This design comes from an exercise in tuning for a short achievable clock period and few clock cycles on the open sky130 flow, not from production work. Where RTL was checked, it was by simulation tests only, not by an equivalence proof against the original. The flow treats the clock pin as an ideal source, which a real chip does not have. Treat power and IR drop as tool artefacts here; the default activity estimate runs too high for this design.

==> job 2922 <==
==> flow/design.v (excerpt) <==
module w450(mem_wr_data, mem_wr_addr, mem_wr_en, mem_rd_data1, mem_rd_addr1,
	mem_rd_data2, mem_rd_addr2, reset, clk);
	output [7:0] mem_wr_data;
	output [7:0] mem_wr_addr;
	output mem_wr_en;
	input [7:0] mem_rd_data1;
	output [7:0] mem_rd_addr1;
	input [7:0] mem_rd_data2;
	output [7:0] mem_rd_addr2;
	input reset;
	input clk;
	localparam DW = 4 + 4 + 4 + 4 + 4 + 5;
	function [DW-1:0] dec;
		input [7:0] b;
		input fw;
		reg [2:0] op; reg [1:0] fa, fb; reg d;
		reg immop, isbr, fb0, memwr, rwe, late, add, sub, mov;
		reg [3:0] sa, sb, we, xs;
		reg [1:0] rdst;
		reg [4:0] rt;
		begin
			op = b[7:5]; fa = b[4:3]; fb = b[2:1]; d = b[0];
			immop = op[0] | (op[2] & op[1]);
			isbr = op[2] & op[1];
			fb0 = (fb == 2'd0);
			memwr = ~immop & ~d & fb0;
			rwe = ~isbr & ~memwr;
			rdst = (immop | d) ? fa : fb;
			sa = 4'b0001 << fa;
			sb = 4'b0001 << fb;
			we = rwe ? (4'b0001 << rdst) : 4'b0000;
			add = (op[2:1] == 2'b00);
			sub = (op[2:1] == 2'b01);
			mov = op[2];
			late = ~immop & fb0;                  
			xs[0] = immop;
			xs[1] = late & ~fw;
			xs[2] = late & fw;
			xs[3] = ~immop & ~fb0;
			rt[0] = add;
			rt[1] = sub & ~immop & ~d;
			rt[2] = sub & (immop | d);
			rt[3] = mov & (immop | d);
			rt[4] = mov & ~immop & ~d;
			dec = {immop, isbr, op[0], memwr, we, sa, sb, xs, rt};
		end
	endfunction
	reg        c_immop, c_isbr, c_blt, c_memwr;
	reg        c_nimm;          
	reg [3:0]  c_we;
	reg [3:0]  c_xs;
	reg [4:0]  c_rt;
	reg [4:0]  c_s0, c_s1, c_s2, c_s3;   
	reg [7:0] a1;               
	reg [7:0] lpr;              
	reg [7:0] a1n;              
	reg [7:0] pc2, pc3, pc4;    
	reg [7:0] pc5, pc6;         
	reg [7:0] a2;               
	reg       v;                
	reg [7:0] r0, r1, r2, r3;
	reg [7:0] ra_q, rb_q;       
	reg       wen;
	reg [7:0] waddr, wdata;
	reg [7:0] wdn;              
	assign mem_wr_en = wen;
	assign mem_wr_addr = waddr;
	assign mem_wr_data = wdata;
	assign mem_rd_addr1 = a1;
	assign mem_rd_addr2 = a2;
	localparam BI = 4;
	localparam BN = 1 << BI;
	reg [BN-1:0] bt_v;
	reg [7-BI:0] bt_tag [0:BN-1];
	reg [7:0]    bt_op  [0:BN-1];
	reg          fill;          
	reg [7:0]    bpc;           
	reg          bhit;          
	reg [7:0]    btop;          
	wire [7:0] d1 = mem_rd_data1;
	wire [7:0] d2 = mem_rd_data2;
  ...
export LEC_CHECK = 0
export ABC_AREA = 1
export CAP_MARGIN = 20
export CORE_MARGIN = 2
export CORE_UTILIZATION = 40
export PLACE_DENSITY = 0.6
export SETUP_SLACK_MARGIN = 2.5
export SLEW_MARGIN = 20
create_clock -name core_clock -period 4.5 [get_ports {clk}]
standard.sh (not shown) runs the stock make flow with config.mk's settings and CLKGATE_MAP_FILE= SYNTH_SCRIPT=/design/flow/synth_recipe.tcl, a recipe that flattens the netlist after the stock synthesis.
==> flow/flow/run.sh <==
#!/bin/bash
# The standard layout, with one more timing repair pass after clock tree
# synthesis: standard.sh runs up to cts, repair.tcl repairs setup timing
# again on the clock-tree placement and legalizes it, then standard.sh
# goes on from there to the final layout.
set -euo pipefail
bash standard.sh cts > standard_cts.log 2>&1
R=$PWD/orfs/results/sky130hd/w450/base
RESULTS=$R openroad -no_init -exit flow/repair.tcl > repair.log 2>&1
bash standard.sh > standard_finish.log 2>&1
==> flow/flow/repair.tcl <==
# One more setup repair on the clock-tree placement (4_cts.odb), in place.
set r $::env(RESULTS)
read_liberty $::env(FLOW_HOME)/platforms/sky130hd/lib/sky130_fd_sc_hd__tt_025C_1v80.lib
read_db $r/4_cts.odb
read_sdc $r/4_cts.sdc
source $::env(FLOW_HOME)/platforms/sky130hd/setRC.tcl
set_dont_use [get_lib_cells {
  sky130_fd_sc_hd__probe_p_8
  sky130_fd_sc_hd__probec_p_8
  sky130_fd_sc_hd__lpflow_bleeder_1
  sky130_fd_sc_hd__lpflow_clkbufkapwr_1
  sky130_fd_sc_hd__lpflow_clkbufkapwr_16
  sky130_fd_sc_hd__lpflow_clkbufkapwr_2
  sky130_fd_sc_hd__lpflow_clkbufkapwr_4
  sky130_fd_sc_hd__lpflow_clkbufkapwr_8
  sky130_fd_sc_hd__lpflow_clkinvkapwr_1
  sky130_fd_sc_hd__lpflow_clkinvkapwr_16
  sky130_fd_sc_hd__lpflow_clkinvkapwr_2
  sky130_fd_sc_hd__lpflow_clkinvkapwr_4
  sky130_fd_sc_hd__lpflow_clkinvkapwr_8
  sky130_fd_sc_hd__lpflow_decapkapwr_12
  sky130_fd_sc_hd__lpflow_decapkapwr_3
  sky130_fd_sc_hd__lpflow_decapkapwr_4
  sky130_fd_sc_hd__lpflow_decapkapwr_6
  sky130_fd_sc_hd__lpflow_decapkapwr_8
  sky130_fd_sc_hd__lpflow_inputiso0n_1
  sky130_fd_sc_hd__lpflow_inputiso0p_1
  sky130_fd_sc_hd__lpflow_inputiso1n_1
  sky130_fd_sc_hd__lpflow_inputiso1p_1
  sky130_fd_sc_hd__lpflow_inputisolatch_1
  sky130_fd_sc_hd__lpflow_isobufsrc_1
  sky130_fd_sc_hd__lpflow_isobufsrc_16
  sky130_fd_sc_hd__lpflow_isobufsrc_2
  sky130_fd_sc_hd__lpflow_isobufsrc_4
  sky130_fd_sc_hd__lpflow_isobufsrc_8
  sky130_fd_sc_hd__lpflow_isobufsrckapwr_16
  sky130_fd_sc_hd__lpflow_lsbuf_lh_hl_isowell_tap_1
  sky130_fd_sc_hd__lpflow_lsbuf_lh_hl_isowell_tap_2
  sky130_fd_sc_hd__lpflow_lsbuf_lh_hl_isowell_tap_4
  sky130_fd_sc_hd__lpflow_lsbuf_lh_isowell_4
  sky130_fd_sc_hd__lpflow_lsbuf_lh_isowell_tap_1
  sky130_fd_sc_hd__lpflow_lsbuf_lh_isowell_tap_2
  sky130_fd_sc_hd__lpflow_lsbuf_lh_isowell_tap_4
}]
set_propagated_clock [all_clocks]
estimate_parasitics -placement
report_worst_slack -max
repair_timing -setup -setup_margin 2.5 -repair_tns 100 -verbose
report_worst_slack -max
set_placement_padding -global -left 0 -right 0
detailed_placement
check_placement -verbose
estimate_parasitics -placement
report_worst_slack -max
report_worst_slack -min
write_db $r/4_cts.odb
==> job 5360: changes against job 2922 <==
--- a/flow/design.v
+++ b/flow/design.v
@@ -41,33 +41,29 @@
 			rt[1] = sub & ~immop & ~d;
 			rt[2] = sub & (immop | d);
 			rt[3] = mov & (immop | d);
 			rt[4] = mov & ~immop & ~d;
 			dec = {immop, isbr, op[0], memwr, we, sa, sb, xs, rt};
 		end
 	endfunction
 	reg        c_immop, c_isbr, c_blt, c_memwr;
-	reg        c_nimm;          
 	reg [3:0]  c_we;
 	reg [3:0]  c_xs;
 	reg [4:0]  c_rt;
 	reg [4:0]  c_s0, c_s1, c_s2, c_s3;   
 	reg [7:0] a1;               
 	reg [7:0] lpr;              
-	reg [7:0] a1n;              
 	reg [7:0] pc2, pc3, pc4;    
-	reg [7:0] pc5, pc6;         
 	reg [7:0] a2;               
 	reg       v;                
 	reg [7:0] r0, r1, r2, r3;
 	reg [7:0] ra_q, rb_q;       
 	reg       wen;
 	reg [7:0] waddr, wdata;
-	reg [7:0] wdn;              
 	assign mem_wr_en = wen;
 	assign mem_wr_addr = waddr;
 	assign mem_wr_data = wdata;
 	assign mem_rd_addr1 = a1;
 	assign mem_rd_addr2 = a2;
 	localparam BI = 4;
 	localparam BN = 1 << BI;
 	reg [BN-1:0] bt_v;
@@ -76,18 +72,17 @@
 	reg          fill;          
 	reg [7:0]    bpc;           
 	reg          bhit;          
 	reg [7:0]    btop;          
 	wire [7:0] d1 = mem_rd_data1;
 	wire [7:0] d2 = mem_rd_data2;
 	wire [7:0] ra = ra_q;
 	wire [7:0] rb = rb_q;
-	wire [7:0] wd = ~wdn;
-	wire [7:0] a1i = ~a1n;
+	wire [7:0] wd = wdata;
 	wire [7:0] x = ({8{c_xs[0]}} & d1) | ({8{c_xs[1]}} & d2) |
 	               ({8{c_xs[2]}} & wd) | ({8{c_xs[3]}} & rb);
 	function [15:0] gp;
 		input [3:0] s;
 		input [7:0] a0, a1, a2, a3, y;
 		input xi, yi;
 		reg [7:0] yy, g, p;
 		begin
@@ -101,40 +96,39 @@
 				g = (({8{s[0]}} & a0) & yy) | (({8{s[1]}} & a1) & yy) |
 				    (({8{s[2]}} & a2) & yy) | (({8{s[3]}} & a3) & yy);
 				p = ({8{s[0]}} & (a0 ^ yy)) | ({8{s[1]}} & (a1 ^ yy)) |
 				    ({8{s[2]}} & (a2 ^ yy)) | ({8{s[3]}} & (a3 ^ yy));
 			end
 			gp = {g, p};
 		end
 	endfunction
-	function [15:0] pfx;
+	function [7:0] ks;
 		input [15:0] gpi;
-		reg [7:0] gg, pp, g2, p2;
+		input ci;
+		reg [7:0] g, p, gg, pp, g2, p2;
 		integer i, k;
 		begin
-			gg = gpi[15:8]; pp = gpi[7:0];
+			g = gpi[15:8]; p = gpi[7:0];
+			gg = g; pp = p;
+			gg[0] = g[0] | (p[0] & ci);
 			for (k = 1; k < 8; k = k * 2) begin
 				g2 = gg; p2 = pp;
 				for (i = k; i < 8; i = i + 1) begin
 					g2[i] = gg[i] | (pp[i] & gg[i-k]);
 					p2[i] = pp[i] & pp[i-k];
 				end
 				gg = g2; pp = p2;
 			end
-			pfx = {gg, pp};
-		end
-	endfunction
-	wire [15:0] gpa = gp(c_xs, d1, d2, wd, rb, ra, 1'b0, 1'b0);
-	wire [15:0] pxa = pfx(gpa);
-	wire [7:0] sa_ = gpa[7:0] ^ {pxa[14:8], 1'b0};
-	wire [15:0] gpb = gp(c_xs, d1, d2, wd, rb, ra, 1'b0, 1'b1);
-	wire [15:0] pxb = pfx(gpb);
-	wire [7:0] sb_ = gpb[7:0] ^ {pxb[14:8] | pxb[6:0], 1'b1};
-	wire [7:0] sc_ = ~(gpb[7:0] ^ {pxb[14:8], 1'b0});
+			ks = p ^ {gg[6:0], ci};
+		end
+	endfunction
+	wire [7:0] sa_ = ks(gp(c_xs, d1, d2, wd, rb, ra, 1'b0, 1'b0), 1'b0);
+	wire [7:0] sb_ = ks(gp(c_xs, d1, d2, wd, rb, ra, 1'b0, 1'b1), 1'b1);
+	wire [7:0] sc_ = ks(gp(c_xs, d1, d2, wd, rb, ra, 1'b1, 1'b0), 1'b1);
 	function [7:0] pick;
 		input [4:0] s;
 		input [7:0] h;
 		input [7:0] ta, tb, tc, tx, tr;
 		pick = ((({8{s[0]}} & ta) | ({8{s[1]}} & tb)) | ({8{s[2]}} & tc)) |
 		       ((({8{s[3]}} & tx) | ({8{s[4]}} & tr)) | h);
 	endfunction
 	wire [7:0] res = pick(c_rt, 8'h00, sa_, sb_, sc_, x, ra);
@@ -165,17 +159,17 @@
 	endfunction
 	wire [1:0] lteq = cmp(ra, rb);
 	wire cond = c_blt ? lteq[1] : lteq[0];
 	wire taken = c_isbr & cond;
 	wire pt = c_isbr & bhit;                    
 	wire [7:0] tgt  = pc2 + d1;
 	wire [7:0] tgt1 = pc3 + d1;
 	wire [7:0] tgt2 = pc4 + d1;
-	wire       seq1 = ~v | c_nimm;                
+	wire       seq1 = ~v | ~c_immop;              
 	wire [7:0] nbs = seq1 ? d1 : d2;
 	wire       wen_n = c_memwr;
 	wire [DW-1:0] dn = pt ? dec(btop, 1'b0) : dec(nbs, wen_n);
 	wire       n_immop = dn[DW-1];
 	wire [3:0] n_we = dn[DW-5:DW-8];
 	wire [3:0] n_sa = dn[DW-9:DW-12];
 	wire [3:0] n_sb = dn[DW-13:DW-16];
 	wire [3:0] n_xs = dn[8:5];
@@ -188,55 +182,51 @@
 	wire [7:0] ra_n = pick(c_rt & {5{fwa}},
 		({8{n_sa[0] & ~fwa}} & r0) | ({8{n_sa[1] & ~fwa}} & r1) |
 		({8{n_sa[2] & ~fwa}} & r2) | ({8{n_sa[3] & ~fwa}} & r3),
 		sa_, sb_, sc_, x, ra);
 	wire [7:0] rb_n = pick(c_rt & {5{fwb}},
 		({8{n_sb[0] & ~fwb}} & r0) | ({8{n_sb[1] & ~fwb}} & r1) |
 		({8{n_sb[2] & ~fwb}} & r2) | ({8{n_sb[3] & ~fwb}} & r3),
 		sa_, sb_, sc_, x, ra);
-	wire [7:0] tgt3 = pc5 + d1;
-	wire [7:0] tgt4 = pc6 + d1;
-	wire [7:0] pc2_n = !v ? a1i + 8'd2 : pt ? tgt2 : c_nimm ? pc3 : pc4;
-	wire [7:0] pc3_n = !v ? a1i + 8'd3 : pt ? tgt3 : c_nimm ? pc4 : pc5;
-	wire [7:0] pc4_n = !v ? a1i + 8'd4 : pt ? tgt4 : c_nimm ? pc5 : pc6;
-	wire [7:0] pc5_n = !v ? a1i + 8'd5 : pt ? tgt4 + 8'd1 :
-	                   c_nimm ? pc6 : pc6 + 8'd1;
-	wire [7:0] pc6_n = !v ? a1i + 8'd6 : pt ? tgt4 + 8'd2 :
-	                   c_nimm ? pc6 + 8'd1 : pc6 + 8'd2;
+	wire [7:0] pc2_n = !v ? a1 + 8'd2 : pt ? tgt2 :
+	                   c_immop ? pc4 : pc3;
+	wire [7:0] pc3_n = !v ? a1 + 8'd3 : pt ? tgt2 + 8'd1 :
+	                   c_immop ? pc4 + 8'd1 : pc4;
+	wire [7:0] pc4_n = !v ? a1 + 8'd4 : pt ? tgt2 + 8'd2 :
+	                   c_immop ? pc4 + 8'd2 : pc4 + 8'd1;
 	wire [7:0] a2_n = pick(c_s0 & {5{~n_immop}},
 		({8{n_immop}} & pc2_n) | ({8{~n_immop & ~wv[0]}} & r0),
 		sa_, sb_, sc_, x, ra);
 	wire [7:0] a1_t = bhit ? tgt1 : tgt;
-	wire [7:0] a1_s = !v ? a1i + 8'd1 : pt ? pc2 :
-	                  c_nimm ? pc2 : pc3;
+	wire [7:0] a1_s = !v ? a1 + 8'd1 : pt ? pc2 :
+	                  c_immop ? pc3 : pc2;
 	wire [7:0] a1_n = taken ? a1_t : a1_s;
 	function lk;
 		input [7:0] p;
 		input [BN-1:0] bv;
 		input [(8-BI)*BN-1:0] bt;
 		lk = bv[p[BI-1:0]] & (bt[(8-BI)*p[BI-1:0] +: 8-BI] == p[7:BI]);
 	endfunction
 	wire [(8-BI)*BN-1:0] btt;
 	wire [8*BN-1:0] bto;
 	genvar gk;
 	generate
 		for (gk = 0; gk < BN; gk = gk + 1) begin : g_bt
 			assign btt[(8-BI)*gk +: 8-BI] = bt_tag[gk];
 			assign bto[8*gk +: 8] = bt_op[gk];
 		end
 	endgenerate
-	wire lhit = !v ? lk(lpr, bt_v, btt) : c_nimm ? lk(pc2, bt_v, btt) :
-	            lk(pc3, bt_v, btt);
+	wire lhit = !v ? lk(lpr, bt_v, btt) : c_immop ? lk(pc3, bt_v, btt) :
+	            lk(pc2, bt_v, btt);
 	wire [7:0] lop = !v ? bto[8*lpr[BI-1:0] +: 8] :
-	                 c_nimm ? bto[8*pc2[BI-1:0] +: 8] : bto[8*pc3[BI-1:0] +: 8];
+	                 c_immop ? bto[8*pc3[BI-1:0] +: 8] : bto[8*pc2[BI-1:0] +: 8];
 	always @(posedge clk or posedge reset) begin
 		if (reset) begin
 			a1 <= 8'h00;
-			a1n <= 8'hff;
 			lpr <= 8'h01;
 			v <= 1'b0;
 			wen <= 1'b0;
 			fill <= 1'b0;
 			bhit <= 1'b0;
 			bt_v <= {BN{1'b0}};
 			c_isbr <= 1'b0;
 			c_memwr <= 1'b0;
@@ -248,44 +238,39 @@
 			c_we <= n_we & {4{v_n}};
 			c_s0 <= n_rt & {5{n_we[0] & v_n}};
 			c_s1 <= n_rt & {5{n_we[1] & v_n}};
 			c_s2 <= n_rt & {5{n_we[2] & v_n}};
 			c_s3 <= n_rt & {5{n_we[3] & v_n}};
 			v <= v_n;
 			wen <= wen_n;
 			a1 <= a1_n;
-			a1n <= ~a1_n;
 			lpr <= taken ? tgt1 : pc3;
 			bhit <= lhit & ~pt;
 			fill <= taken & ~bhit;
 			if (!v & fill) bt_v[bpc[BI-1:0]] <= 1'b1;
 		end
 	end
 	always @(posedge clk) begin
 		c_immop <= n_immop;
-		c_nimm <= ~n_immop;
 		c_blt <= dn[DW-3];
 		c_rt <= n_rt;
 		c_xs <= n_xs;
 		ra_q <= ra_n;
 		rb_q <= rb_n;
 		pc2 <= pc2_n;
 		pc3 <= pc3_n;
 		pc4 <= pc4_n;
-		pc5 <= pc5_n;
-		pc6 <= pc6_n;
 		a2 <= a2_n;
 		btop <= lop;
-		if (v & c_isbr) bpc <= a1i;
+		if (v & c_isbr) bpc <= a1;
 		if (!v & fill) begin
 			bt_tag[bpc[BI-1:0]] <= bpc[7:BI];
 			bt_op[bpc[BI-1:0]] <= d1;
 		end
 		waddr <= r0;
 		wdata <= res;
-		wdn <= ~res;
 		r0 <= r0_n;
 		r1 <= r1_n;
 		r2 <= r2_n;
 		r3 <= r3_n;
 	end
 endmodule
==> flow/run.sh (new file) <==
#!/bin/bash
# synth_recipe.tcl (not shown) runs the flow's synth.tcl, then flattens the netlist and writes it again
# the make line also repeats each setting of config.mk as NAME=value (left out here)
make -C /OpenROAD-flow-scripts/flow DESIGN_CONFIG=/design/flow/config.mk WORK_HOME=/design/flow/orfs CLKGATE_MAP_FILE= SYNTH_SCRIPT=/design/flow/synth_recipe.tcl finish
==> flow/config.mk (replaced) <==
export PLATFORM = sky130hd
export DESIGN_NAME = w450
export DESIGN_NICKNAME = w450
export VERILOG_FILES = /design/flow/design.v
export SDC_FILE = /design/flow/constraint.sdc
export NUM_CORES = 4
export LEC_CHECK = 0
export ABC_AREA = 1
export CAP_MARGIN = 20
export CORE_MARGIN = 2
export CORE_UTILIZATION = 60
export PLACE_DENSITY = 0.8
export SETUP_SLACK_MARGIN = 2.5
export SLEW_MARGIN = 20
removed: flow/flow/run.sh
removed: flow/flow/repair.tcl
removed: flow/standard.sh
==> job 8516: changes against job 2922 <==
==> flow/run.sh (new file) <==
#!/bin/bash
# synth_recipe.tcl (not shown) runs the flow's synth.tcl, then flattens the netlist and writes it again
# the make line also repeats each setting of config.mk as NAME=value (left out here)
make -C /OpenROAD-flow-scripts/flow DESIGN_CONFIG=/design/flow/config.mk WORK_HOME=/design/flow/orfs CLKGATE_MAP_FILE= SYNTH_SCRIPT=/design/flow/synth_recipe.tcl finish
removed: flow/flow/run.sh
removed: flow/flow/repair.tcl
removed: flow/standard.sh
==> comparison table <==
Sequential cell power: job 5360 -; job 8516 6.43 mW; job 2922 6.42 mW
Xor-xnor portion of the synthesized cell area: job 5360 1.31%; job 8516 2.22%; job 2922 2.22%
Area growth from synthesis to final layout: job 5360 -; job 8516 41.2%; job 2922 45.1%
WS Path Type: job 5360 -; job 8516 reg2reg; job 2922 reg2reg
Worst min-delay path category: job 5360 -; job 8516 reg2reg; job 2922 reg2reg
Cell count after placement: job 5360 3426; job 8516 3853; job 2922 3853
Multi-input gate area in the final layout: job 5360 -; job 8516 14800 um^2; job 2922 14900 um^2
Status: job 5360 did not finish; job 8516 complete, no violations; job 2922 complete, no violations
Stage where the flow stopped: job 5360 global routing (5_1_grt); job 8516 -; job 2922 -
Number of rows created at floorplan: job 5360 71; job 8516 89; job 2922 89
Overall power: job 5360 -; job 8516 33.3 mW; job 2922 34.8 mW
# Taps: job 5360 -; job 8516 773; job 2922 773
Clock Power: job 5360 -; job 8516 4.04 mW; job 2922 4.06 mW
Startpoint of the lowest-slack register-to-register path: job 5360 -; job 8516 rb_q[3]; job 2922 ra_q[1]
Buffers and inverters on the worst path: job 5360 -; job 8516 0; job 2922 3
Pwr dens: job 5360 -; job 8516 982 nW/um^2; job 2922 1000 nW/um^2
Testbench counts of job 5360, summed over its fixed seeds: cycles 21,021.
No functional check of the RTL was part of job 2922 and job 8516.

==> static timing again, ports no longer ideal <==
In the flow no input, the clock included, has a driving cell. The finished layouts below were timed again as built, in two steps.
Step 1 sets driving cells, clkbuf_16 on the clock port and buf_2 on the other inputs (assumed; they add their load-dependent delay and slew).
Step 2 also shifts input and output timing later by t, the mid clock arrival at the registers, as if the neighbouring blocks saw the same clock.
a / b / c = no drivers / after step 1 / after step 2; a / b = the first two.
run | t (ns) | slack for setup (ns) | worst setup path after step 2 | slew at the worst register clock pin (ns) | worst slew at a driven data input, ns
job 2922 | 0.700 | 2.080 / 2.080 / 1.467 | input to register | 0.07 / 0.07 | 0.09
job 8516 | 0.685 | 2.139 / 2.139 / 1.490 | input to register | 0.07 / 0.07 | 0.09
After both steps setup and hold are still met in every run listed. The setup slack of job 8516, which loses most, moves by 0.000 ns with the drivers and by -0.649 ns with both steps.
